This design comes from an exercise in tuning for small area and a short achievable clock period on the open sky130 flow, not from production work.
Function was checked by simulation only, so behaviour that the tests miss may differ from the original.

--- flow/config.mk ---
export PLATFORM = sky130hd
export DESIGN_NAME = reed_solomon_top
export DESIGN_NICKNAME = reed_solomon_top
export VERILOG_FILES = /design/flow/design.v
export SDC_FILE = /design/flow/constraint.sdc
export NUM_CORES = 4
export LEC_CHECK = 0
export CAP_MARGIN = 20
export CORE_MARGIN = 2
export CORE_UTILIZATION = 40
export CTS_CLUSTER_DIAMETER = 100
export CTS_CLUSTER_SIZE = 24
export SETUP_SLACK_MARGIN = 1.9
export SLEW_MARGIN = 20
export SYNTH_HIERARCHICAL = 1
export SYNTH_MINIMUM_KEEP_SIZE = 0
--- flow/constraint.sdc ---
create_clock -name core_clock -period 4.0 [get_ports {clk}]
set_input_delay 0.8000 -clock core_clock [delete_from_list [all_inputs] [get_ports {clk}]]
set_output_delay 0.8000 -clock core_clock [all_outputs]
set_load 0.01 [all_outputs]
--- flow/design.v ---
module rs_xor2(input wire a, input wire b, output wire y);
    assign y = a ^ b;
endmodule
module rs_fb(input wire d, input wire r, input wire p, output wire y);
    assign y = ~p & (d ^ r);
endmodule
module rs_nand2(input wire a, input wire b, output wire y);
    assign y = ~(a & b);
endmodule
module reed_solomon_top(
    input  wire       clk,
    input  wire       rst_n,
    input  wire [7:0] data_in,
    output wire [7:0] code_out
);
    reg  [7:0] st;
    reg        pm, po, dn;
    wire       at222 = (st == 8'h84);    
    wire       at254 = (st == 8'h80);    
    always @(posedge clk or negedge rst_n) begin
        if (!rst_n) begin
            st <= 8'h01;
            pm <= 1'b0;
            po <= 1'b0;
            dn <= 1'b1;
        end else begin
            st <= {st[6:0], st[7] ^ st[5] ^ st[4] ^ st[3]};
            pm <= at222 | (pm & ~at254);
            po <= at222 | (po & ~at254);
            dn <= ~at222 & (dn | at254);
        end
    end
    reg  [255:0] rem;
    wire [255:0] nxt;
    wire fb0_0;
    rs_fb f0_0 (.d(data_in[0]), .r(rem[248]), .p(pm), .y(fb0_0));
    wire fb0_1;
    rs_fb f0_1 (.d(data_in[0]), .r(rem[248]), .p(pm), .y(fb0_1));
    wire fb0_2;
    rs_fb f0_2 (.d(data_in[0]), .r(rem[248]), .p(pm), .y(fb0_2));
    wire fb0_3;
    rs_fb f0_3 (.d(data_in[0]), .r(rem[248]), .p(pm), .y(fb0_3));
    wire fb0_4;
    rs_fb f0_4 (.d(data_in[0]), .r(rem[248]), .p(pm), .y(fb0_4));
    wire fb1_0;
    rs_fb f1_0 (.d(data_in[1]), .r(rem[249]), .p(pm), .y(fb1_0));
    wire fb1_1;
    rs_fb f1_1 (.d(data_in[1]), .r(rem[249]), .p(pm), .y(fb1_1));
    wire fb1_2;
    rs_fb f1_2 (.d(data_in[1]), .r(rem[249]), .p(pm), .y(fb1_2));
    wire fb2_0;
    rs_fb f2_0 (.d(data_in[2]), .r(rem[250]), .p(pm), .y(fb2_0));
    wire fb2_1;
    rs_fb f2_1 (.d(data_in[2]), .r(rem[250]), .p(pm), .y(fb2_1));
    wire fb2_2;
    rs_fb f2_2 (.d(data_in[2]), .r(rem[250]), .p(pm), .y(fb2_2));
    wire fb3_0;
    rs_fb f3_0 (.d(data_in[3]), .r(rem[251]), .p(pm), .y(fb3_0));
    wire fb3_1;
    rs_fb f3_1 (.d(data_in[3]), .r(rem[251]), .p(pm), .y(fb3_1));
    wire fb3_2;
    rs_fb f3_2 (.d(data_in[3]), .r(rem[251]), .p(pm), .y(fb3_2));
    wire fb4_0;
    rs_fb f4_0 (.d(data_in[4]), .r(rem[252]), .p(pm), .y(fb4_0));
    wire fb4_1;
    rs_fb f4_1 (.d(data_in[4]), .r(rem[252]), .p(pm), .y(fb4_1));
    wire fb5_0;
    rs_fb f5_0 (.d(data_in[5]), .r(rem[253]), .p(pm), .y(fb5_0));
    wire fb5_1;
    rs_fb f5_1 (.d(data_in[5]), .r(rem[253]), .p(pm), .y(fb5_1));
    wire fb6_0;
    rs_fb f6_0 (.d(data_in[6]), .r(rem[254]), .p(pm), .y(fb6_0));
    wire fb6_1;
    rs_fb f6_1 (.d(data_in[6]), .r(rem[254]), .p(pm), .y(fb6_1));
    wire fb7_0;
    rs_fb f7_0 (.d(data_in[7]), .r(rem[255]), .p(pm), .y(fb7_0));
    wire fb7_1;
    rs_fb f7_1 (.d(data_in[7]), .r(rem[255]), .p(pm), .y(fb7_1));
    wire p03_0;
    wire p03_1;
    wire p03_2;
    wire p05_0;
    wire p05_1;
    wire p06_0;
    wire p06_1;
    wire p09_0;
    wire p09_1;
    wire p0a_0;
    wire p0a_1;
    wire p0c_0;
    wire p0c_1;
    wire p11_0;
    wire p12_0;
    wire p14_0;
    wire p18_0;
    wire p22_0;
    wire p30_0;
    wire p30_1;
    wire p42_0;
    wire p44_0;
    wire p48_0;
    wire p48_1;
    wire p50_0;
    wire p50_1;
    wire p60_0;
    wire p60_1;
    wire p60_2;
    wire p81_0;
    wire p82_0;
    wire p84_0;
    wire p84_1;
    wire p90_0;
    wire p90_1;
    wire pa0_0;
    wire pa0_1;
    wire p0b_0;
    wire p0e_0;
    wire p13_0;
    wire p16_0;
    wire p1b_0;
    wire p1c_0;
    wire p1d_0;
    wire p23_0;
    wire p25_0;
    wire p26_0;
    wire p27_0;
    wire p29_0;
    wire p2a_0;
    wire p2c_0;
    wire p2e_0;
    wire p31_0;
    wire p32_0;
    wire p35_0;
    wire p36_0;
    wire p38_0;
    wire p3a_0;
    wire p45_0;
    wire p47_0;
    wire p4a_0;
    wire p4c_0;
    wire p4d_0;
    wire p4e_0;
    wire p51_0;
    wire p53_0;
    wire p54_0;
    wire p55_0;
    wire p58_0;
    wire p59_0;
    wire p5a_0;
    wire p5c_0;
    wire p61_0;
    wire p62_0;
    wire p63_0;
    wire p65_0;
    wire p6a_0;
    wire p6c_0;
    wire p6c_1;
    wire p70_0;
    wire p71_0;
    wire p72_0;
    wire p74_0;
    wire p74_1;
    wire p83_0;
    wire p85_0;
    wire p89_0;
    wire p8b_0;
    wire p8d_0;
    wire p8e_0;
    wire p91_0;
    wire p93_0;
    wire p95_0;
    wire p98_0;
    wire p99_0;
    wire pa1_0;
    wire pa2_0;
    wire pa3_0;
    wire pa5_0;
    wire pa8_0;
    wire pa9_0;
    wire paa_0;
    wire paa_1;
    wire pb0_0;
    wire pb1_0;
    wire pc1_0;
    wire pc2_0;
    wire pc3_0;
    wire pc6_0;
    wire pca_0;
    wire pd1_0;
    wire pd2_0;
    wire pd4_0;
    wire pd8_0;
    wire pe1_0;
    wire pe1_1;
    wire pe2_0;
    wire pf0_0;
    rs_xor2 x_p03_0 (.a(fb0_0), .b(fb1_0), .y(p03_0));
    rs_xor2 x_p03_1 (.a(fb0_1), .b(fb1_1), .y(p03_1));
    rs_xor2 x_p03_2 (.a(fb0_2), .b(fb1_2), .y(p03_2));
    rs_xor2 x_p05_0 (.a(fb0_3), .b(fb2_0), .y(p05_0));
    rs_xor2 x_p05_1 (.a(fb0_4), .b(fb2_1), .y(p05_1));
    rs_xor2 x_p06_0 (.a(fb1_0), .b(fb2_2), .y(p06_0));
    rs_xor2 x_p06_1 (.a(fb1_1), .b(fb2_0), .y(p06_1));
    rs_xor2 x_p09_0 (.a(fb0_0), .b(fb3_0), .y(p09_0));
    rs_xor2 x_p09_1 (.a(fb0_1), .b(fb3_1), .y(p09_1));
    rs_xor2 x_p0a_0 (.a(fb1_2), .b(fb3_2), .y(p0a_0));
    rs_xor2 x_p0a_1 (.a(fb1_0), .b(fb3_0), .y(p0a_1));
    rs_xor2 x_p0c_0 (.a(fb2_1), .b(fb3_1), .y(p0c_0));
    rs_xor2 x_p0c_1 (.a(fb2_2), .b(fb3_2), .y(p0c_1));
    rs_xor2 x_p11_0 (.a(fb0_2), .b(fb4_0), .y(p11_0));
    rs_xor2 x_p12_0 (.a(fb1_1), .b(fb4_1), .y(p12_0));
    rs_xor2 x_p14_0 (.a(fb2_0), .b(fb4_0), .y(p14_0));
    rs_xor2 x_p18_0 (.a(fb3_0), .b(fb4_1), .y(p18_0));
    rs_xor2 x_p22_0 (.a(fb1_2), .b(fb5_0), .y(p22_0));
    rs_xor2 x_p30_0 (.a(fb4_0), .b(fb5_1), .y(p30_0));
    rs_xor2 x_p30_1 (.a(fb4_1), .b(fb5_0), .y(p30_1));
    rs_xor2 x_p42_0 (.a(fb1_0), .b(fb6_0), .y(p42_0));
    rs_xor2 x_p44_0 (.a(fb2_1), .b(fb6_1), .y(p44_0));
    rs_xor2 x_p48_0 (.a(fb3_1), .b(fb6_0), .y(p48_0));
    rs_xor2 x_p48_1 (.a(fb3_2), .b(fb6_1), .y(p48_1));
    rs_xor2 x_p50_0 (.a(fb4_0), .b(fb6_0), .y(p50_0));
    rs_xor2 x_p50_1 (.a(fb4_1), .b(fb6_1), .y(p50_1));
    rs_xor2 x_p60_0 (.a(fb5_1), .b(fb6_0), .y(p60_0));
    rs_xor2 x_p60_1 (.a(fb5_0), .b(fb6_1), .y(p60_1));
    rs_xor2 x_p60_2 (.a(fb5_1), .b(fb6_0), .y(p60_2));
    rs_xor2 x_p81_0 (.a(fb0_3), .b(fb7_0), .y(p81_0));
    rs_xor2 x_p82_0 (.a(fb1_1), .b(fb7_1), .y(p82_0));
    rs_xor2 x_p84_0 (.a(fb2_2), .b(fb7_0), .y(p84_0));
    rs_xor2 x_p84_1 (.a(fb2_0), .b(fb7_1), .y(p84_1));
    rs_xor2 x_p90_0 (.a(fb4_0), .b(fb7_0), .y(p90_0));
    rs_xor2 x_p90_1 (.a(fb4_1), .b(fb7_1), .y(p90_1));
    rs_xor2 x_pa0_0 (.a(fb5_0), .b(fb7_0), .y(pa0_0));
    rs_xor2 x_pa0_1 (.a(fb5_1), .b(fb7_1), .y(pa0_1));
    rs_xor2 x_p0b_0 (.a(p0a_0), .b(fb0_4), .y(p0b_0));
    rs_xor2 x_p0e_0 (.a(p0c_0), .b(fb1_2), .y(p0e_0));
    rs_xor2 x_p13_0 (.a(p12_0), .b(fb0_0), .y(p13_0));
    rs_xor2 x_p16_0 (.a(p14_0), .b(fb1_0), .y(p16_0));
    rs_xor2 x_p1b_0 (.a(p03_0), .b(p18_0), .y(p1b_0));
    rs_xor2 x_p1c_0 (.a(p18_0), .b(fb2_1), .y(p1c_0));
    rs_xor2 x_p1d_0 (.a(p05_0), .b(p18_0), .y(p1d_0));
    rs_xor2 x_p23_0 (.a(p22_0), .b(fb0_1), .y(p23_0));
    rs_xor2 x_p25_0 (.a(p05_1), .b(fb5_0), .y(p25_0));
    rs_xor2 x_p26_0 (.a(p22_0), .b(fb2_2), .y(p26_0));
    rs_xor2 x_p27_0 (.a(p05_0), .b(p22_0), .y(p27_0));
    rs_xor2 x_p29_0 (.a(p09_0), .b(fb5_1), .y(p29_0));
    rs_xor2 x_p2a_0 (.a(p22_0), .b(fb3_0), .y(p2a_0));
    rs_xor2 x_p2c_0 (.a(p0c_1), .b(fb5_0), .y(p2c_0));
    rs_xor2 x_p2e_0 (.a(p22_0), .b(p0c_0), .y(p2e_0));
    rs_xor2 x_p31_0 (.a(p30_0), .b(fb0_2), .y(p31_0));
    rs_xor2 x_p32_0 (.a(p30_1), .b(fb1_1), .y(p32_0));
    rs_xor2 x_p35_0 (.a(p05_1), .b(p30_0), .y(p35_0));
    rs_xor2 x_p36_0 (.a(p06_0), .b(p30_1), .y(p36_0));
    rs_xor2 x_p38_0 (.a(p30_0), .b(fb3_1), .y(p38_0));
    rs_xor2 x_p3a_0 (.a(p0a_1), .b(p30_1), .y(p3a_0));
    rs_xor2 x_p45_0 (.a(p44_0), .b(fb0_3), .y(p45_0));
    rs_xor2 x_p47_0 (.a(p03_1), .b(p44_0), .y(p47_0));
    rs_xor2 x_p4a_0 (.a(p48_0), .b(fb1_2), .y(p4a_0));
    rs_xor2 x_p4c_0 (.a(p48_1), .b(fb2_0), .y(p4c_0));
    rs_xor2 x_p4d_0 (.a(p05_0), .b(p48_0), .y(p4d_0));
    rs_xor2 x_p4e_0 (.a(p06_1), .b(p48_1), .y(p4e_0));
    rs_xor2 x_p51_0 (.a(p50_0), .b(fb0_4), .y(p51_0));
    rs_xor2 x_p53_0 (.a(p03_2), .b(p50_1), .y(p53_0));
    rs_xor2 x_p54_0 (.a(p50_0), .b(fb2_1), .y(p54_0));
    rs_xor2 x_p55_0 (.a(p05_1), .b(p50_1), .y(p55_0));
    rs_xor2 x_p58_0 (.a(p50_0), .b(fb3_2), .y(p58_0));
    rs_xor2 x_p59_0 (.a(p09_1), .b(p50_1), .y(p59_0));
    rs_xor2 x_p5a_0 (.a(p0a_0), .b(p50_0), .y(p5a_0));
    rs_xor2 x_p5c_0 (.a(p0c_1), .b(p50_1), .y(p5c_0));
    rs_xor2 x_p61_0 (.a(p60_0), .b(fb0_0), .y(p61_0));
    rs_xor2 x_p62_0 (.a(p60_1), .b(fb1_0), .y(p62_0));
    rs_xor2 x_p63_0 (.a(p03_0), .b(p60_2), .y(p63_0));
    rs_xor2 x_p65_0 (.a(p05_0), .b(p60_0), .y(p65_0));
    rs_xor2 x_p6a_0 (.a(p0a_1), .b(p60_1), .y(p6a_0));
    rs_xor2 x_p6c_0 (.a(p0c_0), .b(p60_2), .y(p6c_0));
    rs_xor2 x_p6c_1 (.a(p0c_1), .b(p60_0), .y(p6c_1));
    rs_xor2 x_p70_0 (.a(p60_1), .b(fb4_0), .y(p70_0));
    rs_xor2 x_p71_0 (.a(p11_0), .b(p60_2), .y(p71_0));
    rs_xor2 x_p72_0 (.a(p12_0), .b(p60_0), .y(p72_0));
    rs_xor2 x_p74_0 (.a(p14_0), .b(p60_1), .y(p74_0));
    rs_xor2 x_p74_1 (.a(p14_0), .b(p60_2), .y(p74_1));
    rs_xor2 x_p83_0 (.a(p82_0), .b(fb0_1), .y(p83_0));
    rs_xor2 x_p85_0 (.a(p84_0), .b(fb0_2), .y(p85_0));
    rs_xor2 x_p89_0 (.a(p81_0), .b(fb3_0), .y(p89_0));
    rs_xor2 x_p8b_0 (.a(p09_0), .b(p82_0), .y(p8b_0));
    rs_xor2 x_p8d_0 (.a(p09_1), .b(p84_1), .y(p8d_0));
    rs_xor2 x_p8e_0 (.a(p0a_0), .b(p84_0), .y(p8e_0));
    rs_xor2 x_p91_0 (.a(p90_0), .b(fb0_3), .y(p91_0));
    rs_xor2 x_p93_0 (.a(p03_1), .b(p90_1), .y(p93_0));
    rs_xor2 x_p95_0 (.a(p05_1), .b(p90_0), .y(p95_0));
    rs_xor2 x_p98_0 (.a(p90_1), .b(fb3_1), .y(p98_0));
    rs_xor2 x_p99_0 (.a(p09_0), .b(p90_0), .y(p99_0));
    rs_xor2 x_pa1_0 (.a(pa0_0), .b(fb0_4), .y(pa1_0));
    rs_xor2 x_pa2_0 (.a(pa0_1), .b(fb1_1), .y(pa2_0));
    rs_xor2 x_pa3_0 (.a(p03_2), .b(pa0_0), .y(pa3_0));
    rs_xor2 x_pa5_0 (.a(p05_0), .b(pa0_1), .y(pa5_0));
    rs_xor2 x_pa8_0 (.a(pa0_0), .b(fb3_2), .y(pa8_0));
    rs_xor2 x_pa9_0 (.a(p09_1), .b(pa0_1), .y(pa9_0));
    rs_xor2 x_paa_0 (.a(p0a_1), .b(pa0_0), .y(paa_0));
    rs_xor2 x_paa_1 (.a(p0a_0), .b(pa0_1), .y(paa_1));
    rs_xor2 x_pb0_0 (.a(pa0_0), .b(fb4_1), .y(pb0_0));
    rs_xor2 x_pb1_0 (.a(p11_0), .b(pa0_1), .y(pb1_0));
    rs_xor2 x_pc1_0 (.a(p81_0), .b(fb6_1), .y(pc1_0));
    rs_xor2 x_pc2_0 (.a(p82_0), .b(fb6_0), .y(pc2_0));
    rs_xor2 x_pc3_0 (.a(p81_0), .b(p42_0), .y(pc3_0));
    rs_xor2 x_pc6_0 (.a(p42_0), .b(p84_1), .y(pc6_0));
    rs_xor2 x_pca_0 (.a(p82_0), .b(p48_0), .y(pca_0));
    rs_xor2 x_pd1_0 (.a(p81_0), .b(p50_0), .y(pd1_0));
    rs_xor2 x_pd2_0 (.a(p42_0), .b(p90_1), .y(pd2_0));
    rs_xor2 x_pd4_0 (.a(p44_0), .b(p90_0), .y(pd4_0));
    rs_xor2 x_pd8_0 (.a(p48_1), .b(p90_1), .y(pd8_0));
    rs_xor2 x_pe1_0 (.a(p81_0), .b(p60_0), .y(pe1_0));
    rs_xor2 x_pe1_1 (.a(p81_0), .b(p60_1), .y(pe1_1));
    rs_xor2 x_pe2_0 (.a(p42_0), .b(pa0_0), .y(pe2_0));
    rs_xor2 x_pf0_0 (.a(p50_1), .b(pa0_1), .y(pf0_0));
    rs_xor2 a_0 (.a(fb3_0), .b(pe1_0), .y(nxt[0]));
    assign nxt[1] = pd2_0;
    assign nxt[2] = p4d_0;
    rs_xor2 a_3 (.a(fb0_0), .b(p72_0), .y(nxt[3]));
    assign nxt[4] = p0e_0;
    assign nxt[5] = p1d_0;
    assign nxt[6] = p3a_0;
    assign nxt[7] = p74_0;
    rs_xor2 a_8 (.a(rem[0]), .b(p16_0), .y(nxt[8]));
    rs_xor2 a_9 (.a(rem[1]), .b(p2c_0), .y(nxt[9]));
    rs_xor2 a_10 (.a(rem[2]), .b(p4e_0), .y(nxt[10]));
    rs_xor2 a_11 (.a(rem[3]), .b(p8b_0), .y(nxt[11]));
    rs_xor2 a_12 (.a(rem[4]), .b(fb0_1), .y(nxt[12]));
    rs_xor2 a_13 (.a(rem[5]), .b(fb1_2), .y(nxt[13]));
    rs_xor2 a_14 (.a(rem[6]), .b(p05_1), .y(nxt[14]));
    rs_xor2 a_15 (.a(rem[7]), .b(p0b_0), .y(nxt[15]));
    wire t_16;
    rs_xor2 b_16 (.a(rem[8]), .b(fb0_2), .y(t_16));
    rs_xor2 a_16 (.a(t_16), .b(p4e_0), .y(nxt[16]));
    wire t_17;
    rs_xor2 b_17 (.a(rem[9]), .b(p06_0), .y(t_17));
    rs_xor2 a_17 (.a(t_17), .b(p99_0), .y(nxt[17]));
    rs_xor2 a_18 (.a(rem[10]), .b(p71_0), .y(nxt[18]));
    wire t_19;
    rs_xor2 b_19 (.a(rem[11]), .b(fb2_2), .y(t_19));
    rs_xor2 a_19 (.a(t_19), .b(pa9_0), .y(nxt[19]));
    rs_xor2 a_20 (.a(rem[12]), .b(p14_0), .y(nxt[20]));
    rs_xor2 a_21 (.a(rem[13]), .b(p29_0), .y(nxt[21]));
    rs_xor2 a_22 (.a(rem[14]), .b(p53_0), .y(nxt[22]));
    wire t_23;
    rs_xor2 b_23 (.a(rem[15]), .b(fb1_0), .y(t_23));
    rs_xor2 a_23 (.a(t_23), .b(pa5_0), .y(nxt[23]));
    rs_xor2 a_24 (.a(rem[16]), .b(p30_0), .y(nxt[24]));
    rs_xor2 a_25 (.a(rem[17]), .b(p60_2), .y(nxt[25]));
    rs_xor2 a_26 (.a(rem[18]), .b(pf0_0), .y(nxt[26]));
    rs_xor2 a_27 (.a(rem[19]), .b(pd1_0), .y(nxt[27]));
    rs_xor2 a_28 (.a(rem[20]), .b(p93_0), .y(nxt[28]));
    rs_xor2 a_29 (.a(rem[21]), .b(p26_0), .y(nxt[29]));
    rs_xor2 a_30 (.a(rem[22]), .b(p4c_0), .y(nxt[30]));
    rs_xor2 a_31 (.a(rem[23]), .b(p98_0), .y(nxt[31]));
    wire t_32, u_32;
    rs_xor2 c_32 (.a(rem[24]), .b(fb6_1), .y(u_32));
    rs_xor2 b_32 (.a(u_32), .b(p84_0), .y(t_32));
    rs_xor2 a_32 (.a(t_32), .b(p1b_0), .y(nxt[32]));
    wire t_33;
    rs_xor2 b_33 (.a(rem[25]), .b(p14_0), .y(t_33));
    rs_xor2 a_33 (.a(t_33), .b(paa_0), .y(nxt[33]));
    rs_xor2 a_34 (.a(rem[26]), .b(pa3_0), .y(nxt[34]));
    rs_xor2 a_35 (.a(rem[27]), .b(p99_0), .y(nxt[35]));
    wire t_36;
    rs_xor2 b_36 (.a(rem[28]), .b(p0c_0), .y(t_36));
    rs_xor2 a_36 (.a(t_36), .b(pe1_1), .y(nxt[36]));
    wire t_37;
    rs_xor2 b_37 (.a(rem[29]), .b(p03_0), .y(t_37));
    rs_xor2 a_37 (.a(t_37), .b(pd8_0), .y(nxt[37]));
    wire t_38;
    rs_xor2 b_38 (.a(rem[30]), .b(p06_1), .y(t_38));
    rs_xor2 a_38 (.a(t_38), .b(pb1_0), .y(nxt[38]));
    wire t_39;
    rs_xor2 b_39 (.a(rem[31]), .b(p03_1), .y(t_39));
    rs_xor2 a_39 (.a(t_39), .b(p6c_0), .y(nxt[39]));
    rs_xor2 a_40 (.a(rem[32]), .b(p6c_1), .y(nxt[40]));
    rs_xor2 a_41 (.a(rem[33]), .b(pd8_0), .y(nxt[41]));
    wire t_42;
    rs_xor2 b_42 (.a(rem[34]), .b(fb2_0), .y(t_42));
    rs_xor2 a_42 (.a(t_42), .b(pd8_0), .y(nxt[42]));
    wire t_43;
    rs_xor2 b_43 (.a(rem[35]), .b(fb0_3), .y(t_43));
    rs_xor2 a_43 (.a(t_43), .b(pd4_0), .y(nxt[43]));
    rs_xor2 a_44 (.a(rem[36]), .b(pc6_0), .y(nxt[44]));
    rs_xor2 a_45 (.a(rem[37]), .b(p8d_0), .y(nxt[45]));
    rs_xor2 a_46 (.a(rem[38]), .b(p1b_0), .y(nxt[46]));
    rs_xor2 a_47 (.a(rem[39]), .b(p36_0), .y(nxt[47]));
    rs_xor2 a_48 (.a(rem[40]), .b(pb1_0), .y(nxt[48]));
    rs_xor2 a_49 (.a(rem[41]), .b(p63_0), .y(nxt[49]));
    wire t_50;
    rs_xor2 b_50 (.a(rem[42]), .b(fb1_1), .y(t_50));
    rs_xor2 a_50 (.a(t_50), .b(p74_1), .y(nxt[50]));
    wire t_51;
    rs_xor2 b_51 (.a(rem[43]), .b(fb0_4), .y(t_51));
    rs_xor2 a_51 (.a(t_51), .b(p5c_0), .y(nxt[51]));
    rs_xor2 a_52 (.a(rem[44]), .b(p0b_0), .y(nxt[52]));
    rs_xor2 a_53 (.a(rem[45]), .b(p16_0), .y(nxt[53]));
    rs_xor2 a_54 (.a(rem[46]), .b(p2c_0), .y(nxt[54]));
    rs_xor2 a_55 (.a(rem[47]), .b(p58_0), .y(nxt[55]));
    rs_xor2 a_56 (.a(rem[48]), .b(pa8_0), .y(nxt[56]));
    rs_xor2 a_57 (.a(rem[49]), .b(p50_0), .y(nxt[57]));
    rs_xor2 a_58 (.a(rem[50]), .b(fb3_1), .y(nxt[58]));
    wire t_59;
    rs_xor2 b_59 (.a(rem[51]), .b(fb3_2), .y(t_59));
    rs_xor2 a_59 (.a(t_59), .b(pb1_0), .y(nxt[59]));
    wire t_60;
    rs_xor2 b_60 (.a(rem[52]), .b(fb1_2), .y(t_60));
    rs_xor2 a_60 (.a(t_60), .b(pd8_0), .y(nxt[60]));
    wire t_61;
    rs_xor2 b_61 (.a(rem[53]), .b(fb2_1), .y(t_61));
    rs_xor2 a_61 (.a(t_61), .b(pb1_0), .y(nxt[61]));
    rs_xor2 a_62 (.a(rem[54]), .b(p6a_0), .y(nxt[62]));
    rs_xor2 a_63 (.a(rem[55]), .b(pd4_0), .y(nxt[63]));
    wire t_64;
    rs_xor2 b_64 (.a(rem[56]), .b(p0c_1), .y(t_64));
    rs_xor2 a_64 (.a(t_64), .b(pe1_0), .y(nxt[64]));
    wire t_65;
    rs_xor2 b_65 (.a(rem[57]), .b(p03_2), .y(t_65));
    rs_xor2 a_65 (.a(t_65), .b(pd8_0), .y(nxt[65]));
    rs_xor2 a_66 (.a(rem[58]), .b(p5a_0), .y(nxt[66]));
    rs_xor2 a_67 (.a(rem[59]), .b(p59_0), .y(nxt[67]));
    wire t_68;
    rs_xor2 b_68 (.a(rem[60]), .b(fb1_0), .y(t_68));
    rs_xor2 a_68 (.a(t_68), .b(p5c_0), .y(nxt[68]));
    wire t_69;
    rs_xor2 b_69 (.a(rem[61]), .b(p0c_0), .y(t_69));
    rs_xor2 a_69 (.a(t_69), .b(pb1_0), .y(nxt[69]));
    wire t_70;
    rs_xor2 b_70 (.a(rem[62]), .b(p09_0), .y(t_70));
    rs_xor2 a_70 (.a(t_70), .b(p72_0), .y(nxt[70]));
    wire t_71;
    rs_xor2 b_71 (.a(rem[63]), .b(p06_0), .y(t_71));
    rs_xor2 a_71 (.a(t_71), .b(pf0_0), .y(nxt[71]));
    rs_xor2 a_72 (.a(rem[64]), .b(p18_0), .y(nxt[72]));
    rs_xor2 a_73 (.a(rem[65]), .b(p31_0), .y(nxt[73]));
    wire t_74;
    rs_xor2 b_74 (.a(rem[66]), .b(fb3_0), .y(t_74));
    rs_xor2 a_74 (.a(t_74), .b(p72_0), .y(nxt[74]));
    wire t_75;
    rs_xor2 b_75 (.a(rem[67]), .b(fb7_0), .y(t_75));
    rs_xor2 a_75 (.a(t_75), .b(p6c_0), .y(nxt[75]));
    rs_xor2 a_76 (.a(rem[68]), .b(pc1_0), .y(nxt[76]));
    rs_xor2 a_77 (.a(rem[69]), .b(p83_0), .y(nxt[77]));
    rs_xor2 a_78 (.a(rem[70]), .b(p06_1), .y(nxt[78]));
    rs_xor2 a_79 (.a(rem[71]), .b(p0c_1), .y(nxt[79]));
    wire t_80;
    rs_xor2 b_80 (.a(rem[72]), .b(p09_1), .y(t_80));
    rs_xor2 a_80 (.a(t_80), .b(pe2_0), .y(nxt[80]));
    wire t_81;
    rs_xor2 b_81 (.a(rem[73]), .b(p03_0), .y(t_81));
    rs_xor2 a_81 (.a(t_81), .b(pd4_0), .y(nxt[81]));
    rs_xor2 a_82 (.a(rem[74]), .b(p44_0), .y(nxt[82]));
    rs_xor2 a_83 (.a(rem[75]), .b(p62_0), .y(nxt[83]));
    rs_xor2 a_84 (.a(rem[76]), .b(p2e_0), .y(nxt[84]));
    wire t_85;
    rs_xor2 b_85 (.a(rem[77]), .b(fb0_0), .y(t_85));
    rs_xor2 a_85 (.a(t_85), .b(p5c_0), .y(nxt[85]));
    wire t_86;
    rs_xor2 b_86 (.a(rem[78]), .b(fb4_0), .y(t_86));
    rs_xor2 a_86 (.a(t_86), .b(paa_1), .y(nxt[86]));
    wire t_87;
    rs_xor2 b_87 (.a(rem[79]), .b(fb0_1), .y(t_87));
    rs_xor2 a_87 (.a(t_87), .b(p74_0), .y(nxt[87]));
    wire t_88;
    rs_xor2 b_88 (.a(rem[80]), .b(fb7_1), .y(t_88));
    rs_xor2 a_88 (.a(t_88), .b(p36_0), .y(nxt[88]));
    wire t_89;
    rs_xor2 b_89 (.a(rem[81]), .b(fb0_2), .y(t_89));
    rs_xor2 a_89 (.a(t_89), .b(p6c_1), .y(nxt[89]));
    rs_xor2 a_90 (.a(rem[82]), .b(p6c_0), .y(nxt[90]));
    wire t_91;
    rs_xor2 b_91 (.a(rem[83]), .b(fb1_1), .y(t_91));
    rs_xor2 a_91 (.a(t_91), .b(p6c_1), .y(nxt[91]));
    wire t_92;
    rs_xor2 b_92 (.a(rem[84]), .b(fb0_3), .y(t_92));
    rs_xor2 a_92 (.a(t_92), .b(p6a_0), .y(nxt[92]));
    wire t_93;
    rs_xor2 b_93 (.a(rem[85]), .b(fb1_2), .y(t_93));
    rs_xor2 a_93 (.a(t_93), .b(pd4_0), .y(nxt[93]));
    wire t_94;
    rs_xor2 b_94 (.a(rem[86]), .b(fb2_2), .y(t_94));
    rs_xor2 a_94 (.a(t_94), .b(pa9_0), .y(nxt[94]));
    wire t_95;
    rs_xor2 b_95 (.a(rem[87]), .b(fb0_4), .y(t_95));
    rs_xor2 a_95 (.a(t_95), .b(p5a_0), .y(nxt[95]));
    wire t_96;
    rs_xor2 b_96 (.a(rem[88]), .b(fb0_0), .y(t_96));
    rs_xor2 a_96 (.a(t_96), .b(p2e_0), .y(nxt[96]));
    wire t_97;
    rs_xor2 b_97 (.a(rem[89]), .b(p03_1), .y(t_97));
    rs_xor2 a_97 (.a(t_97), .b(p5c_0), .y(nxt[97]));
    rs_xor2 a_98 (.a(rem[90]), .b(p90_0), .y(nxt[98]));
    rs_xor2 a_99 (.a(rem[91]), .b(p0e_0), .y(nxt[99]));
    rs_xor2 a_100 (.a(rem[92]), .b(p32_0), .y(nxt[100]));
    rs_xor2 a_101 (.a(rem[93]), .b(p65_0), .y(nxt[101]));
    wire t_102;
    rs_xor2 b_102 (.a(rem[94]), .b(fb0_1), .y(t_102));
    rs_xor2 a_102 (.a(t_102), .b(pca_0), .y(nxt[102]));
    wire t_103;
    rs_xor2 b_103 (.a(rem[95]), .b(fb1_0), .y(t_103));
    rs_xor2 a_103 (.a(t_103), .b(p95_0), .y(nxt[103]));
    rs_xor2 a_104 (.a(rem[96]), .b(p22_0), .y(nxt[104]));
    rs_xor2 a_105 (.a(rem[97]), .b(p45_0), .y(nxt[105]));
    rs_xor2 a_106 (.a(rem[98]), .b(pa9_0), .y(nxt[106]));
    rs_xor2 a_107 (.a(rem[99]), .b(p70_0), .y(nxt[107]));
    rs_xor2 a_108 (.a(rem[100]), .b(pc2_0), .y(nxt[108]));
    rs_xor2 a_109 (.a(rem[101]), .b(p84_1), .y(nxt[109]));
    rs_xor2 a_110 (.a(rem[102]), .b(fb3_1), .y(nxt[110]));
    rs_xor2 a_111 (.a(rem[103]), .b(p11_0), .y(nxt[111]));
    wire t_112;
    rs_xor2 b_112 (.a(rem[104]), .b(fb2_0), .y(t_112));
    rs_xor2 a_112 (.a(t_112), .b(paa_0), .y(nxt[112]));
    rs_xor2 a_113 (.a(rem[105]), .b(p5c_0), .y(nxt[113]));
    rs_xor2 a_114 (.a(rem[106]), .b(p16_0), .y(nxt[114]));
    rs_xor2 a_115 (.a(rem[107]), .b(p82_0), .y(nxt[115]));
    rs_xor2 a_116 (.a(rem[108]), .b(paa_1), .y(nxt[116]));
    rs_xor2 a_117 (.a(rem[109]), .b(p55_0), .y(nxt[117]));
    wire t_118;
    rs_xor2 b_118 (.a(rem[110]), .b(fb0_2), .y(t_118));
    rs_xor2 a_118 (.a(t_118), .b(paa_0), .y(nxt[118]));
    wire t_119;
    rs_xor2 b_119 (.a(rem[111]), .b(fb1_1), .y(t_119));
    rs_xor2 a_119 (.a(t_119), .b(p55_0), .y(nxt[119]));
    rs_xor2 a_120 (.a(rem[112]), .b(p12_0), .y(nxt[120]));
    rs_xor2 a_121 (.a(rem[113]), .b(p25_0), .y(nxt[121]));
    rs_xor2 a_122 (.a(rem[114]), .b(p59_0), .y(nxt[122]));
    rs_xor2 a_123 (.a(rem[115]), .b(pa1_0), .y(nxt[123]));
    rs_xor2 a_124 (.a(rem[116]), .b(p51_0), .y(nxt[124]));
    rs_xor2 a_125 (.a(rem[117]), .b(pa2_0), .y(nxt[125]));
    rs_xor2 a_126 (.a(rem[118]), .b(p44_0), .y(nxt[126]));
    rs_xor2 a_127 (.a(rem[119]), .b(p89_0), .y(nxt[127]));
    wire t_128;
    rs_xor2 b_128 (.a(rem[120]), .b(fb2_1), .y(t_128));
    rs_xor2 a_128 (.a(t_128), .b(p99_0), .y(nxt[128]));
    wire t_129;
    rs_xor2 b_129 (.a(rem[121]), .b(fb0_3), .y(t_129));
    rs_xor2 a_129 (.a(t_129), .b(p3a_0), .y(nxt[129]));
    wire t_130;
    rs_xor2 b_130 (.a(rem[122]), .b(p09_0), .y(t_130));
    rs_xor2 a_130 (.a(t_130), .b(pe2_0), .y(nxt[130]));
    rs_xor2 a_131 (.a(rem[123]), .b(p4a_0), .y(nxt[131]));
    rs_xor2 a_132 (.a(rem[124]), .b(p09_1), .y(nxt[132]));
    rs_xor2 a_133 (.a(rem[125]), .b(p13_0), .y(nxt[133]));
    rs_xor2 a_134 (.a(rem[126]), .b(p27_0), .y(nxt[134]));
    rs_xor2 a_135 (.a(rem[127]), .b(p4e_0), .y(nxt[135]));
    rs_xor2 a_136 (.a(rem[128]), .b(p61_0), .y(nxt[136]));
    rs_xor2 a_137 (.a(rem[129]), .b(pc2_0), .y(nxt[137]));
    wire t_138;
    rs_xor2 b_138 (.a(rem[130]), .b(fb2_2), .y(t_138));
    rs_xor2 a_138 (.a(t_138), .b(pe1_1), .y(nxt[138]));
    wire t_139;
    rs_xor2 b_139 (.a(rem[131]), .b(fb0_4), .y(t_139));
    rs_xor2 a_139 (.a(t_139), .b(paa_1), .y(nxt[139]));
    rs_xor2 a_140 (.a(rem[132]), .b(p36_0), .y(nxt[140]));
    rs_xor2 a_141 (.a(rem[133]), .b(p6c_0), .y(nxt[141]));
    rs_xor2 a_142 (.a(rem[134]), .b(pd8_0), .y(nxt[142]));
    rs_xor2 a_143 (.a(rem[135]), .b(pb0_0), .y(nxt[143]));
    rs_xor2 a_144 (.a(rem[136]), .b(p12_0), .y(nxt[144]));
    rs_xor2 a_145 (.a(rem[137]), .b(p25_0), .y(nxt[145]));
    rs_xor2 a_146 (.a(rem[138]), .b(p59_0), .y(nxt[146]));
    rs_xor2 a_147 (.a(rem[139]), .b(pa1_0), .y(nxt[147]));
    rs_xor2 a_148 (.a(rem[140]), .b(p51_0), .y(nxt[148]));
    rs_xor2 a_149 (.a(rem[141]), .b(pa2_0), .y(nxt[149]));
    rs_xor2 a_150 (.a(rem[142]), .b(p44_0), .y(nxt[150]));
    rs_xor2 a_151 (.a(rem[143]), .b(p89_0), .y(nxt[151]));
    rs_xor2 a_152 (.a(rem[144]), .b(fb0_0), .y(nxt[152]));
    rs_xor2 a_153 (.a(rem[145]), .b(fb1_2), .y(nxt[153]));
    rs_xor2 a_154 (.a(rem[146]), .b(fb2_0), .y(nxt[154]));
    rs_xor2 a_155 (.a(rem[147]), .b(fb3_2), .y(nxt[155]));
    rs_xor2 a_156 (.a(rem[148]), .b(fb4_1), .y(nxt[156]));
    rs_xor2 a_157 (.a(rem[149]), .b(fb5_1), .y(nxt[157]));
    rs_xor2 a_158 (.a(rem[150]), .b(fb6_0), .y(nxt[158]));
    rs_xor2 a_159 (.a(rem[151]), .b(fb7_0), .y(nxt[159]));
    rs_xor2 a_160 (.a(rem[152]), .b(p4e_0), .y(nxt[160]));
    wire t_161;
    rs_xor2 b_161 (.a(rem[153]), .b(fb2_1), .y(t_161));
    rs_xor2 a_161 (.a(t_161), .b(p99_0), .y(nxt[161]));
    wire t_162;
    rs_xor2 b_162 (.a(rem[154]), .b(fb0_1), .y(t_162));
    rs_xor2 a_162 (.a(t_162), .b(p74_1), .y(nxt[162]));
    rs_xor2 a_163 (.a(rem[155]), .b(pa5_0), .y(nxt[163]));
    rs_xor2 a_164 (.a(rem[156]), .b(fb2_2), .y(nxt[164]));
    rs_xor2 a_165 (.a(rem[157]), .b(p09_0), .y(nxt[165]));
    rs_xor2 a_166 (.a(rem[158]), .b(p13_0), .y(nxt[166]));
    rs_xor2 a_167 (.a(rem[159]), .b(p27_0), .y(nxt[167]));
    rs_xor2 a_168 (.a(rem[160]), .b(p2a_0), .y(nxt[168]));
    rs_xor2 a_169 (.a(rem[161]), .b(p54_0), .y(nxt[169]));
    rs_xor2 a_170 (.a(rem[162]), .b(p83_0), .y(nxt[170]));
    rs_xor2 a_171 (.a(rem[163]), .b(p2c_0), .y(nxt[171]));
    rs_xor2 a_172 (.a(rem[164]), .b(p72_0), .y(nxt[172]));
    wire t_173;
    rs_xor2 b_173 (.a(rem[165]), .b(fb2_0), .y(t_173));
    rs_xor2 a_173 (.a(t_173), .b(pe1_0), .y(nxt[173]));
    rs_xor2 a_174 (.a(rem[166]), .b(pca_0), .y(nxt[174]));
    rs_xor2 a_175 (.a(rem[167]), .b(p95_0), .y(nxt[175]));
    rs_xor2 a_176 (.a(rem[168]), .b(p54_0), .y(nxt[176]));
    rs_xor2 a_177 (.a(rem[169]), .b(pa9_0), .y(nxt[177]));
    rs_xor2 a_178 (.a(rem[170]), .b(p06_0), .y(nxt[178]));
    rs_xor2 a_179 (.a(rem[171]), .b(p58_0), .y(nxt[179]));
    wire t_180;
    rs_xor2 b_180 (.a(rem[172]), .b(fb2_1), .y(t_180));
    rs_xor2 a_180 (.a(t_180), .b(pe1_1), .y(nxt[180]));
    rs_xor2 a_181 (.a(rem[173]), .b(pca_0), .y(nxt[181]));
    rs_xor2 a_182 (.a(rem[174]), .b(p95_0), .y(nxt[182]));
    rs_xor2 a_183 (.a(rem[175]), .b(p2a_0), .y(nxt[183]));
    rs_xor2 a_184 (.a(rem[176]), .b(p29_0), .y(nxt[184]));
    rs_xor2 a_185 (.a(rem[177]), .b(p53_0), .y(nxt[185]));
    rs_xor2 a_186 (.a(rem[178]), .b(p8e_0), .y(nxt[186]));
    rs_xor2 a_187 (.a(rem[179]), .b(p35_0), .y(nxt[187]));
    rs_xor2 a_188 (.a(rem[180]), .b(p42_0), .y(nxt[188]));
    rs_xor2 a_189 (.a(rem[181]), .b(p85_0), .y(nxt[189]));
    rs_xor2 a_190 (.a(rem[182]), .b(p0a_1), .y(nxt[190]));
    rs_xor2 a_191 (.a(rem[183]), .b(p14_0), .y(nxt[191]));
    rs_xor2 a_192 (.a(rem[184]), .b(pe1_0), .y(nxt[192]));
    rs_xor2 a_193 (.a(rem[185]), .b(pc3_0), .y(nxt[193]));
    wire t_194;
    rs_xor2 b_194 (.a(rem[186]), .b(fb1_0), .y(t_194));
    rs_xor2 a_194 (.a(t_194), .b(p65_0), .y(nxt[194]));
    wire t_195;
    rs_xor2 b_195 (.a(rem[187]), .b(fb0_2), .y(t_195));
    rs_xor2 a_195 (.a(t_195), .b(p2e_0), .y(nxt[195]));
    wire t_196;
    rs_xor2 b_196 (.a(rem[188]), .b(p14_0), .y(t_196));
    rs_xor2 a_196 (.a(t_196), .b(paa_0), .y(nxt[196]));
    wire t_197;
    rs_xor2 b_197 (.a(rem[189]), .b(fb3_0), .y(t_197));
    rs_xor2 a_197 (.a(t_197), .b(p74_0), .y(nxt[197]));
    wire t_198;
    rs_xor2 b_198 (.a(rem[190]), .b(fb3_1), .y(t_198));
    rs_xor2 a_198 (.a(t_198), .b(pf0_0), .y(nxt[198]));
    rs_xor2 a_199 (.a(rem[191]), .b(pf0_0), .y(nxt[199]));
    rs_xor2 a_200 (.a(rem[192]), .b(p8e_0), .y(nxt[200]));
    rs_xor2 a_201 (.a(rem[193]), .b(p1c_0), .y(nxt[201]));
    wire t_202;
    rs_xor2 b_202 (.a(rem[194]), .b(fb7_1), .y(t_202));
    rs_xor2 a_202 (.a(t_202), .b(p36_0), .y(nxt[202]));
    wire t_203;
    rs_xor2 b_203 (.a(rem[195]), .b(fb0_3), .y(t_203));
    rs_xor2 a_203 (.a(t_203), .b(pe2_0), .y(nxt[203]));
    rs_xor2 a_204 (.a(rem[196]), .b(p48_0), .y(nxt[204]));
    rs_xor2 a_205 (.a(rem[197]), .b(p91_0), .y(nxt[205]));
    rs_xor2 a_206 (.a(rem[198]), .b(p23_0), .y(nxt[206]));
    rs_xor2 a_207 (.a(rem[199]), .b(p47_0), .y(nxt[207]));
    wire t_208;
    rs_xor2 b_208 (.a(rem[200]), .b(p0a_0), .y(t_208));
    rs_xor2 a_208 (.a(t_208), .b(p74_1), .y(nxt[208]));
    wire t_209, u_209;
    rs_xor2 c_209 (.a(rem[201]), .b(fb7_0), .y(u_209));
    rs_xor2 b_209 (.a(u_209), .b(p60_0), .y(t_209));
    rs_xor2 a_209 (.a(t_209), .b(p1d_0), .y(nxt[209]));
    rs_xor2 a_210 (.a(rem[202]), .b(p85_0), .y(nxt[210]));
    rs_xor2 a_211 (.a(rem[203]), .b(p74_0), .y(nxt[211]));
    wire t_212;
    rs_xor2 b_212 (.a(rem[204]), .b(fb1_1), .y(t_212));
    rs_xor2 a_212 (.a(t_212), .b(p95_0), .y(nxt[212]));
    wire t_213;
    rs_xor2 b_213 (.a(rem[205]), .b(fb0_4), .y(t_213));
    rs_xor2 a_213 (.a(t_213), .b(p2e_0), .y(nxt[213]));
    wire t_214;
    rs_xor2 b_214 (.a(rem[206]), .b(p03_2), .y(t_214));
    rs_xor2 a_214 (.a(t_214), .b(p5c_0), .y(nxt[214]));
    wire t_215, u_215;
    rs_xor2 c_215 (.a(rem[207]), .b(fb5_0), .y(u_215));
    rs_xor2 b_215 (.a(u_215), .b(p84_0), .y(t_215));
    rs_xor2 a_215 (.a(t_215), .b(p1b_0), .y(nxt[215]));
    rs_xor2 a_216 (.a(rem[208]), .b(fb1_2), .y(nxt[216]));
    rs_xor2 a_217 (.a(rem[209]), .b(p05_0), .y(nxt[217]));
    rs_xor2 a_218 (.a(rem[210]), .b(p09_1), .y(nxt[218]));
    rs_xor2 a_219 (.a(rem[211]), .b(p11_0), .y(nxt[219]));
    rs_xor2 a_220 (.a(rem[212]), .b(fb5_1), .y(nxt[220]));
    rs_xor2 a_221 (.a(rem[213]), .b(fb6_1), .y(nxt[221]));
    rs_xor2 a_222 (.a(rem[214]), .b(fb7_1), .y(nxt[222]));
    rs_xor2 a_223 (.a(rem[215]), .b(fb0_0), .y(nxt[223]));
    rs_xor2 a_224 (.a(rem[216]), .b(p18_0), .y(nxt[224]));
    rs_xor2 a_225 (.a(rem[217]), .b(p31_0), .y(nxt[225]));
    wire t_226;
    rs_xor2 b_226 (.a(rem[218]), .b(fb3_2), .y(t_226));
    rs_xor2 a_226 (.a(t_226), .b(p72_0), .y(nxt[226]));
    wire t_227;
    rs_xor2 b_227 (.a(rem[219]), .b(fb7_0), .y(t_227));
    rs_xor2 a_227 (.a(t_227), .b(p6c_1), .y(nxt[227]));
    rs_xor2 a_228 (.a(rem[220]), .b(pc1_0), .y(nxt[228]));
    rs_xor2 a_229 (.a(rem[221]), .b(p83_0), .y(nxt[229]));
    rs_xor2 a_230 (.a(rem[222]), .b(p06_1), .y(nxt[230]));
    rs_xor2 a_231 (.a(rem[223]), .b(p0c_0), .y(nxt[231]));
    rs_xor2 a_232 (.a(rem[224]), .b(p1b_0), .y(nxt[232]));
    rs_xor2 a_233 (.a(rem[225]), .b(p36_0), .y(nxt[233]));
    wire t_234;
    rs_xor2 b_234 (.a(rem[226]), .b(p03_0), .y(t_234));
    rs_xor2 a_234 (.a(t_234), .b(p74_1), .y(nxt[234]));
    wire t_235;
    rs_xor2 b_235 (.a(rem[227]), .b(p05_1), .y(t_235));
    rs_xor2 a_235 (.a(t_235), .b(pf0_0), .y(nxt[235]));
    wire t_236;
    rs_xor2 b_236 (.a(rem[228]), .b(fb0_1), .y(t_236));
    rs_xor2 a_236 (.a(t_236), .b(pf0_0), .y(nxt[236]));
    wire t_237;
    rs_xor2 b_237 (.a(rem[229]), .b(fb0_2), .y(t_237));
    rs_xor2 a_237 (.a(t_237), .b(pe2_0), .y(nxt[237]));
    rs_xor2 a_238 (.a(rem[230]), .b(pc6_0), .y(nxt[238]));
    rs_xor2 a_239 (.a(rem[231]), .b(p8d_0), .y(nxt[239]));
    rs_xor2 a_240 (.a(rem[232]), .b(p71_0), .y(nxt[240]));
    rs_xor2 a_241 (.a(rem[233]), .b(pe2_0), .y(nxt[241]));
    wire t_242;
    rs_xor2 b_242 (.a(rem[234]), .b(fb2_2), .y(t_242));
    rs_xor2 a_242 (.a(t_242), .b(pb1_0), .y(nxt[242]));
    rs_xor2 a_243 (.a(rem[235]), .b(p1b_0), .y(nxt[243]));
    rs_xor2 a_244 (.a(rem[236]), .b(p47_0), .y(nxt[244]));
    rs_xor2 a_245 (.a(rem[237]), .b(p8e_0), .y(nxt[245]));
    rs_xor2 a_246 (.a(rem[238]), .b(p1c_0), .y(nxt[246]));
    rs_xor2 a_247 (.a(rem[239]), .b(p38_0), .y(nxt[247]));
    rs_xor2 a_248 (.a(rem[240]), .b(p8e_0), .y(nxt[248]));
    rs_xor2 a_249 (.a(rem[241]), .b(p1c_0), .y(nxt[249]));
    wire t_250;
    rs_xor2 b_250 (.a(rem[242]), .b(fb7_1), .y(t_250));
    rs_xor2 a_250 (.a(t_250), .b(p36_0), .y(nxt[250]));
    wire t_251;
    rs_xor2 b_251 (.a(rem[243]), .b(fb0_3), .y(t_251));
    rs_xor2 a_251 (.a(t_251), .b(pe2_0), .y(nxt[251]));
    rs_xor2 a_252 (.a(rem[244]), .b(p48_1), .y(nxt[252]));
    rs_xor2 a_253 (.a(rem[245]), .b(p91_0), .y(nxt[253]));
    rs_xor2 a_254 (.a(rem[246]), .b(p23_0), .y(nxt[254]));
    rs_xor2 a_255 (.a(rem[247]), .b(p47_0), .y(nxt[255]));
    always @(posedge clk or negedge rst_n) begin
        if (!rst_n) rem <= 256'd0;
        else        rem <= nxt;
    end
    wire [7:0] sd, sr;
    genvar g;
    generate for (g = 0; g < 8; g = g + 1) begin : omux
        rs_nand2 nd (.a(data_in[g]), .b(dn), .y(sd[g]));
        rs_nand2 nr (.a(rem[248+g]), .b(po), .y(sr[g]));
        rs_nand2 no (.a(sd[g]), .b(sr[g]), .y(code_out[g]));
    end endgenerate
endmodule
--- flow/run.sh ---
#!/bin/bash
# synth_recipe.tcl (not shown) runs the flow's synth.tcl, then flattens the netlist and writes it again
# the make line also repeats each setting of config.mk as NAME=value (left out here)
make -C /OpenROAD-flow-scripts/flow DESIGN_CONFIG=/design/flow/config.mk WORK_HOME=/design/flow/orfs CLKGATE_MAP_FILE= SYNTH_SCRIPT=/design/flow/synth_recipe.tcl finish
==> results of run 1 <==
## per-module statistics from Yosys (local to each module, per instance)
module            copies in the design  flip-flops and latches  cells  cell area (µm²)
rs_nand2                            24                       0      1             3.75
rs_xor2                            446                       0      1             8.76
reed_solomon_top                     1                     267    277             6770
rs_fb                               22                       0      2             12.5
## cell usage after synthesis
library cell,number
nor4_2,1
mux2i_1,1
dfrtp_1,265
mux2_2,2
dfstp_2,2
xnor2_1,24
xor2_1,447
nand2_1,25
inv_1,1
nor3b_1,1
nor2_1,22
## layer usage
metal,global-route usage (%),vias up
li1,-,2727
met1,30.5,3381
met2,38.2,170
met3,4.16,59
met4,8.25,0
met5,0,-
## registers in the layout (all words and copies together) (netlist names)
register / flops
rem: 256
st: 8
dn: 1
pm: 1
po: 1
## worst max-delay path, cell delays in order (launching register included)
cell	delay [ns]
dfstp_2	0.55
buf_6	0.13
nand2_1	0.05
nand2_1	0.06
buf_2	0.12
## stage by stage
| step | hold WS, ns | utilization, % |
|---|---|---|
| after CTS | 0.406 | 55.1 |
| after global routing | 0.412 | 57.8 |
| final | 0.402 | 57.8 |
| after global placement | 0.377 | 46.2 |
| after floorplan | 0.373 | - |
| after detailed placement | 0.391 | 46.2 |
## cells by family after synthesis
| family | count (synthesis) |
|---|---|
| xor gates and xnor gates | 471 |
| buffers and inverters | 1 |
| DFF | 267 |
| muxes | 3 |
| and+or+nand+nor | 49 |
## timing repair
item,4_1_cts,5_1_grt
pin swaps,49,37
setup buffers,103,31
resized for setup,149,65
hold buffers,0,0
endpoints found under the setup margin,240,178
## area by class of cell
class	count	area share, %
well taps	341	2.73
repair buffers	182	13.1
clock inverters	2	0.160
multi-input cells	523	38.7
inverters	1	0.0240
flip-flops and latches	267	42.8
clock buffers	19	2.50
## final timing paths
kind / slack, ns / from / to
min in group asynchronous: 0.41 / rst_n / rem[121]
max in group asynchronous: 2.54 / rst_n / rem[126]
min: 0.40 / st[1] / st[2]
min reg2reg: 0.40 / st[1] / st[2]
max reg2reg: 1.87 / pm / rem[94]
max: 1.80 / dn / code_out[4]
==> summary.md, run 1 <==
| Metric | Value |
|---|---|
| Outcome | `complete, no violations` |
| Largest family of logic cells by synthesized area | `XOR/XNOR gates` |
| Die W | `170 µm` |
| Mux share of post-synthesis cell area | `less than 1%` |
| Post-DRT Antenna Nets | `0` |
| Core area | `27,000 µm²` |
| Post-Place Setup Slack | `0.307 ns` |
| Hold Path Depth | `0` |
| IO Port Bufs | `17` |
| Avg Inst Size Synth | `approximately 14 µm²` |
| Wire length on met2 | `around 16,000 µm` |
| Register area share after synthesis | `around three fifths` |
| Most common cell after layout, fill and taps aside | `xor2_1` |
| Via-to-Cell Ratio | `about 4.7` |
| DR top layer | `met4` |
| Fin. Hold Viols | `0` |
| DRC | `0` |
| Placed insts | `around 1,200` |
| Layout cell share with drive strength beyond 1 | `35.1%` |
| Cell Area, Synth | `11,000 µm²` |
| Commonest non-fill, non-tap cells in the layout | `xor2_1, dfrtp_1, buf_4` |
| Clock net sink count | `approximately 270` |
| Global-route wire length before repair | `around 47,000 µm` |
| Metal-1 WL | `13,200 µm` |
| Clk slew on worst S/H paths | `0.09 ns` |
| Final setup violation count | `0` |
| DR vias | `approximately 6,300` |
| DRT iter0 DRCs | `444` |
| Worst-case reg-to-reg path depth | `9` |
| Clk root buf | `clkbuf_16` |
| Largest net degree at the start of global routing | `about 130` |
| Post-route setup slack | `1.80 ns` |
| Synth area leader | `dfrtp_1` |
| Initial antenna violation count | `1` |
| TritonCTS buffer count | `15` |
| Drt total wl | `32,200 µm` |
| P&R area growth vs syn | `41.5%` |
| Met3 wire len | `roughly 1700 µm` |
| Synthesized flop and latch total | `approximately 270` |
| Drt first pass iters | `5` |
| H-tree depth reported by CTS | `1` |
| Post-layout net count | `about 1,000` |
| Clock insertion delay at the later pin of the skew report | `approximately 0.50 ns` |
| Synth Area in XOR/XNOR | `37.4%` |
| Global route overflow | `0` |
| Post-Layout Cell Count | `approximately 1,300` |
| Diode count | `0` |
| CP startpoint kind | `register` |
| DP Area | `~12,000 µm²` |
| Slew Viols, Final | `0` |
| Die height | `about 170 µm` |
| Yosys Warn Count | `7` |
| Synth Area in Adders | `0%` |
| Setup TNS | `0 ns` |
| Simple-Gate Fraction of Synth Area | `1.78%` |
| Max Clock Skew | `between 0.015 and 0.02 ns` |
| Syn Nets | `around 800` |
| CTS tree | `done` |
| Max-slew headroom | `32.2%` |
| Element type at the critical path end | `primary output` |
| Initial Util | `around 41%` |
| Post-Syn Instances | `slightly below 800` |
| Tot GR Track Use | `23.0%` |
| Clock Path Buffers | `3` |
| Compound-Gate Fraction of Synth Area | `0%` |
| Largest cells by area after synthesis | `dfrtp_1, xor2_1, xnor2_1` |
| Seq. cell area | `around 6700 µm²` |
| DPL Wire Length | `20,500 µm` |
| Final min period | `about 2.2 ns` |
| Worst-Margin Slew | `about 1 ns` |
| Fillers | `just over 2,000` |
| CP Data Required Time | `roughly 3.2 ns` |
| Distinct cells, synth | `11` |
| Num rows | `60` |
| Design Area, Final | `between 15,000 and 20,000 µm²` |
| IO Count | `18` |
| Max-cap viol count | `0` |
| Period Utilization, post-route | `a little over half` |
| WL/cell | `roughly 24 µm` |
| RSZ-0062 raised after global routing | `true` |
| FMAX | `between 400 and 500 MHz` |
| Synth top area share | `60.1%` |
| Critical path fanouts, max | `5` |
| Global placement routability congestion | `~0.83` |
| Vias in the first global route | `7,003` |
| Die Footprint | `28,900 µm²` |
| Worst EP arrival | `roughly 1.4 ns` |
| Critical setup path kind | `reg -> out` |
| Worst min-delay path class | `reg -> reg` |
| Multi-input combinational cell area | `6050 µm²` |
==> run 2: changes to the inputs <==
--- a/flow/config.mk
+++ b/flow/config.mk
@@ -12,3 +12,3 @@
 export CTS_CLUSTER_SIZE = 24
-export SETUP_SLACK_MARGIN = 1.9
+export SETUP_SLACK_MARGIN = 1.5
 export SLEW_MARGIN = 20
==> run 2 against run 1 <==
  * Worst setup slack lost 0.24 ns
  * Still clean
  * Synthesized cell count unchanged
  * Final area decreased by 17%
  * Critical endpoint is now rem[63]
  * Critical path type is now in -> reg
  * Clock skew is 0.0040 ns higher
==> summary.md, run 2 <==
| Metric | Value |
|---|---|
| Register area share after synthesis | `60.5% (unchanged)` |
| Post-DRT Antenna Nets | `0 (unchanged)` |
| Layout cell share with drive strength beyond 1 | `15.6% (was 35.1%)` |
| CP Data Required Time | `4.42 ns (was 3.20 ns)` |
| WL/cell | `22.6 µm (was 24.1 µm)` |
| Compound-Gate Fraction of Synth Area | `0% (unchanged)` |
| Max Clock Skew | `0.0224 ns (was 0.0184 ns)` |
| Synth Area in XOR/XNOR | `37.4% (unchanged)` |
| Initial Util | `40.9% (unchanged)` |
| Drt first pass iters | `4 (was 5)` |
| IO Count | `18 (unchanged)` |
| Clock Path Buffers | `3 (unchanged)` |
| FMAX | `410 MHz (was 455 MHz)` |
| Clk slew on worst S/H paths | `0.09 ns (about the same)` |
| Critical setup path kind | `in -> reg (was reg -> out)` |
| Cell Area, Synth | `11,000 µm² (unchanged)` |
| Slew Viols, Final | `0 (unchanged)` |
| Post-route setup slack | `1.56 ns (was 1.80 ns)` |
| Die Footprint | `28,900 µm² (unchanged)` |
| Post-layout net count | `914 (was 1,000)` |
| Global route overflow | `0 (unchanged)` |
| Commonest non-fill, non-tap cells in the layout | `xor2_1, dfrtp_1, buf_4 (unchanged)` |
| Period Utilization, post-route | `61.0% (was 54.9%)` |
| DRT iter0 DRCs | `386 (was 444)` |
| Tot GR Track Use | `20.8% (was 23.0%)` |
| Max-cap viol count | `0 (unchanged)` |
| Die height | `170 µm (unchanged)` |
| Setup TNS | `0 ns (unchanged)` |
| Post-Syn Instances | `791 (unchanged)` |
| Post-synth EDFFs | `0 (unchanged)` |
| Die W | `170 µm (unchanged)` |
| Element type at the critical path end | `register (was primary output)` |
| Most common cell after layout, fill and taps aside | `xor2_1 (unchanged)` |
| Max-slew headroom | `44.3% (was 32.2%)` |
| Reg-to-Reg Start | `pm (unchanged)` |
| TritonCTS buffer count | `15 (unchanged)` |
| Simple-Gate Fraction of Synth Area | `1.78% (unchanged)` |
| Drt total wl | `28,200 µm (was 32,200 µm)` |
| Final setup violation count | `0 (unchanged)` |
| Largest register FFs | `256 (unchanged)` |
| CP top delay family | `XOR/XNOR gates (was flip-flops)` |
| CP Cell Sequence | `dlygate4sd2_1, xnor2_1, nor2_2, buf_4, xor2_1, buf_4, xor2_1, xor2_1 (was buf_6, nand2_1, nand2_1, buf_2)` |
| DPL Wire Length | `20,700 µm (was 20,500 µm)` |
| Synth area leader | `dfrtp_1 (unchanged)` |
| DRC | `0 (unchanged)` |
| Post-CTS Hold Fix Bufs | `0 (unchanged)` |
| IO Port Bufs | `17 (unchanged)` |
| Global-route wire length before repair | `42,700 µm (was 47,000 µm)` |
| Critical path fanouts, max | `5 (unchanged)` |
| Commonest cells post-synth | `xor2_1, dfrtp_1, nand2_1 (unchanged)` |
| Worst-case reg-to-reg path depth | `6 (was 9)` |
| Yosys Warn Count | `7 (unchanged)` |
| Buf/Inv on CP | `3 (was 2)` |
| Worst R2R Setup Slack | `1.61 ns (was 1.87 ns)` |
| CTS tree | `done (unchanged)` |
| Hold WS | `0.338 ns (was 0.402 ns)` |
| Largest cells by area after synthesis | `dfrtp_1, xor2_1, xnor2_1 (unchanged)` |
| Most flops, register | `rem (unchanged)` |
| Worst path most repeated cell | `xor2_1 (was nand2_1)` |
| Main synth FF type | `dfrtp_1 (unchanged)` |
| Final Util | `48.0% (was 57.8%)` |
| Async SR Flop Fraction | `100% (unchanged)` |
| Outcome | `complete, no violations (unchanged)` |
| Syn Nets | `801 (unchanged)` |
| Mux share of post-synthesis cell area | `0.295% (unchanged)` |
| CP startpoint kind | `input pin (was register)` |
| P&R area growth vs syn | `17.5% (was 41.5%)` |
| Largest family of logic cells by synthesized area | `XOR/XNOR gates (unchanged)` |
| RSZ-0062 raised after global routing | `true (unchanged)` |
| Largest net degree at the start of global routing | `104 (was 127)` |
| Synth top area share | `60.1% (unchanged)` |
| Slowest CP cell | `xor2_1 (was dfstp_2)` |
| Worst-Margin Slew | `0.835 ns (was 1.02 ns)` |
| Clock net sink count | `267 (unchanged)` |
| Worst EP arrival | `2.86 ns (was 1.40 ns)` |
| Diode count | `0 (unchanged)` |
| Worst min-delay path class | `in -> async (was reg -> reg)` |
| Post-Place Setup Slack | `0.553 ns (was 0.307 ns)` |
| Core area | `27,000 µm² (unchanged)` |
| Largest stage delay, worst path | `0.40 ns (was 0.55 ns)` |
| Fin. Hold Viols | `0 (unchanged)` |
| Avg Inst Size Synth | `14.0 µm² (unchanged)` |
| Global placement routability congestion | `0.832 (was 0.831)` |
| Initial antenna violation count | `1 (unchanged)` |
| H-tree depth reported by CTS | `1 (unchanged)` |
| Top flop regs | `rem x256, st x8 (unchanged)` |
| Clk root buf | `clkbuf_16 (unchanged)` |
| Distinct cells, synth | `11 (unchanged)` |
| Crit. Startpoint | `data_in[7] (was dn)` |
| FF-to-FF End | `rem[52] (was rem[94])` |
| Num rows | `60 (unchanged)` |
| Via-to-Cell Ratio | `4.65 (was 4.75)` |
| Most frequent cell after synthesis | `xor2_1 (unchanged)` |
| Clock insertion delay at the later pin of the skew report | `0.50 ns (about the same)` |
| Synth Area in Adders | `0% (unchanged)` |
| DR vias | `5,807 (was 6,337)` |
| Vias in the first global route | `6,275 (was 7,003)` |
| Final min period | `2.44 ns (was 2.20 ns)` |
| Synthesized flop and latch total | `267 (unchanged)` |
run 2: cell counts after synthesis:
No cell type changed its count.
run 2: routing by layer:
metal	GRT usage, %	share of wire, %	up-vias
met5	0	0.028	-
met4	6.35	2.8	2
met3	3.12	4.5	38
met2	32.6	46	135
met1	30.0	46	3020
li1	-	-	2612
run 2: repair_timing:
action,in CTS,in global routing
gates resized for setup,35,10
endpoints found under the setup margin,149,48
buffers inserted,2,0
run 2: how the worst max path moves through the flow:
stage	endpoint	slack (ns)	cells past startpoint
floorplan	rem[215]	1.44	5
global placement	rem[91]	0.52	7
detailed placement	rem[91]	0.55	7
CTS	rem[63]	1.42	8
global route	rem[63]	1.44	8
finish	rem[63]	1.56	8
run 2: kinds of logic (layout without fill, tap and decap cells):
kind of cell  count (synthesis)  after routing
simple gates                 49             49
xor+xnor                    471            471
flops                       267            267
buf+inv                       1            118
mux                           3              3
run 2: modules after synthesis, one instance, submodules excluded:
module | flip-flops and latches | cells inside | copies in the design
reed_solomon_top | 267 | 277 | 1
rs_fb | 0 | 2 | 22
rs_nand2 | 0 | 1 | 24
rs_xor2 | 0 | 1 | 446
run 2: final cells by class:
class                      count  area [µm²]
clock buffer                  19         400
clock inverter                 2        21.3
fill                        2433       14100
inverter                       1        3.75
multi-input combinational    523        4650
sequential                   267        6690
tap                          341         427
timing repair buffer          96         787
run 2: per-stage QoR:
stage               cell area, µm²  std cells
floorplan                    11200        791
global placement             12400       1226
detailed placement           12400       1226
CTS                          12900       1249
global route                 13000       1249
finish                       13000       1249

-- afterwards: timing with drivers on the ports --
Ports are ideal in the flow. The routed layouts listed here were re-timed in OpenROAD.
Step 1 assumes that a clkbuf_16 drives the clock port and a buf_2 every other input.
Step 2, shift: input delay + t, output delay - t, t = (earliest + latest rising clock arrival at the registers) / 2. This alone moves slack from input paths to output paths.
Three values: ideal, step 1, step 2; two values: the first two.
run	t, ns	setup WS [ns]	worst setup path after step 2	cell pins on the clock port's net
run 1	0.538	1.804 / 1.753 / 1.346	input to register	1
run 2	0.539	1.561 / 1.567 / 1.053	input to register	1
After both steps every run listed still meets setup and hold. The setup slack of run 2, which loses most, moves by +0.006 ns with the drivers and by -0.508 ns with both steps.
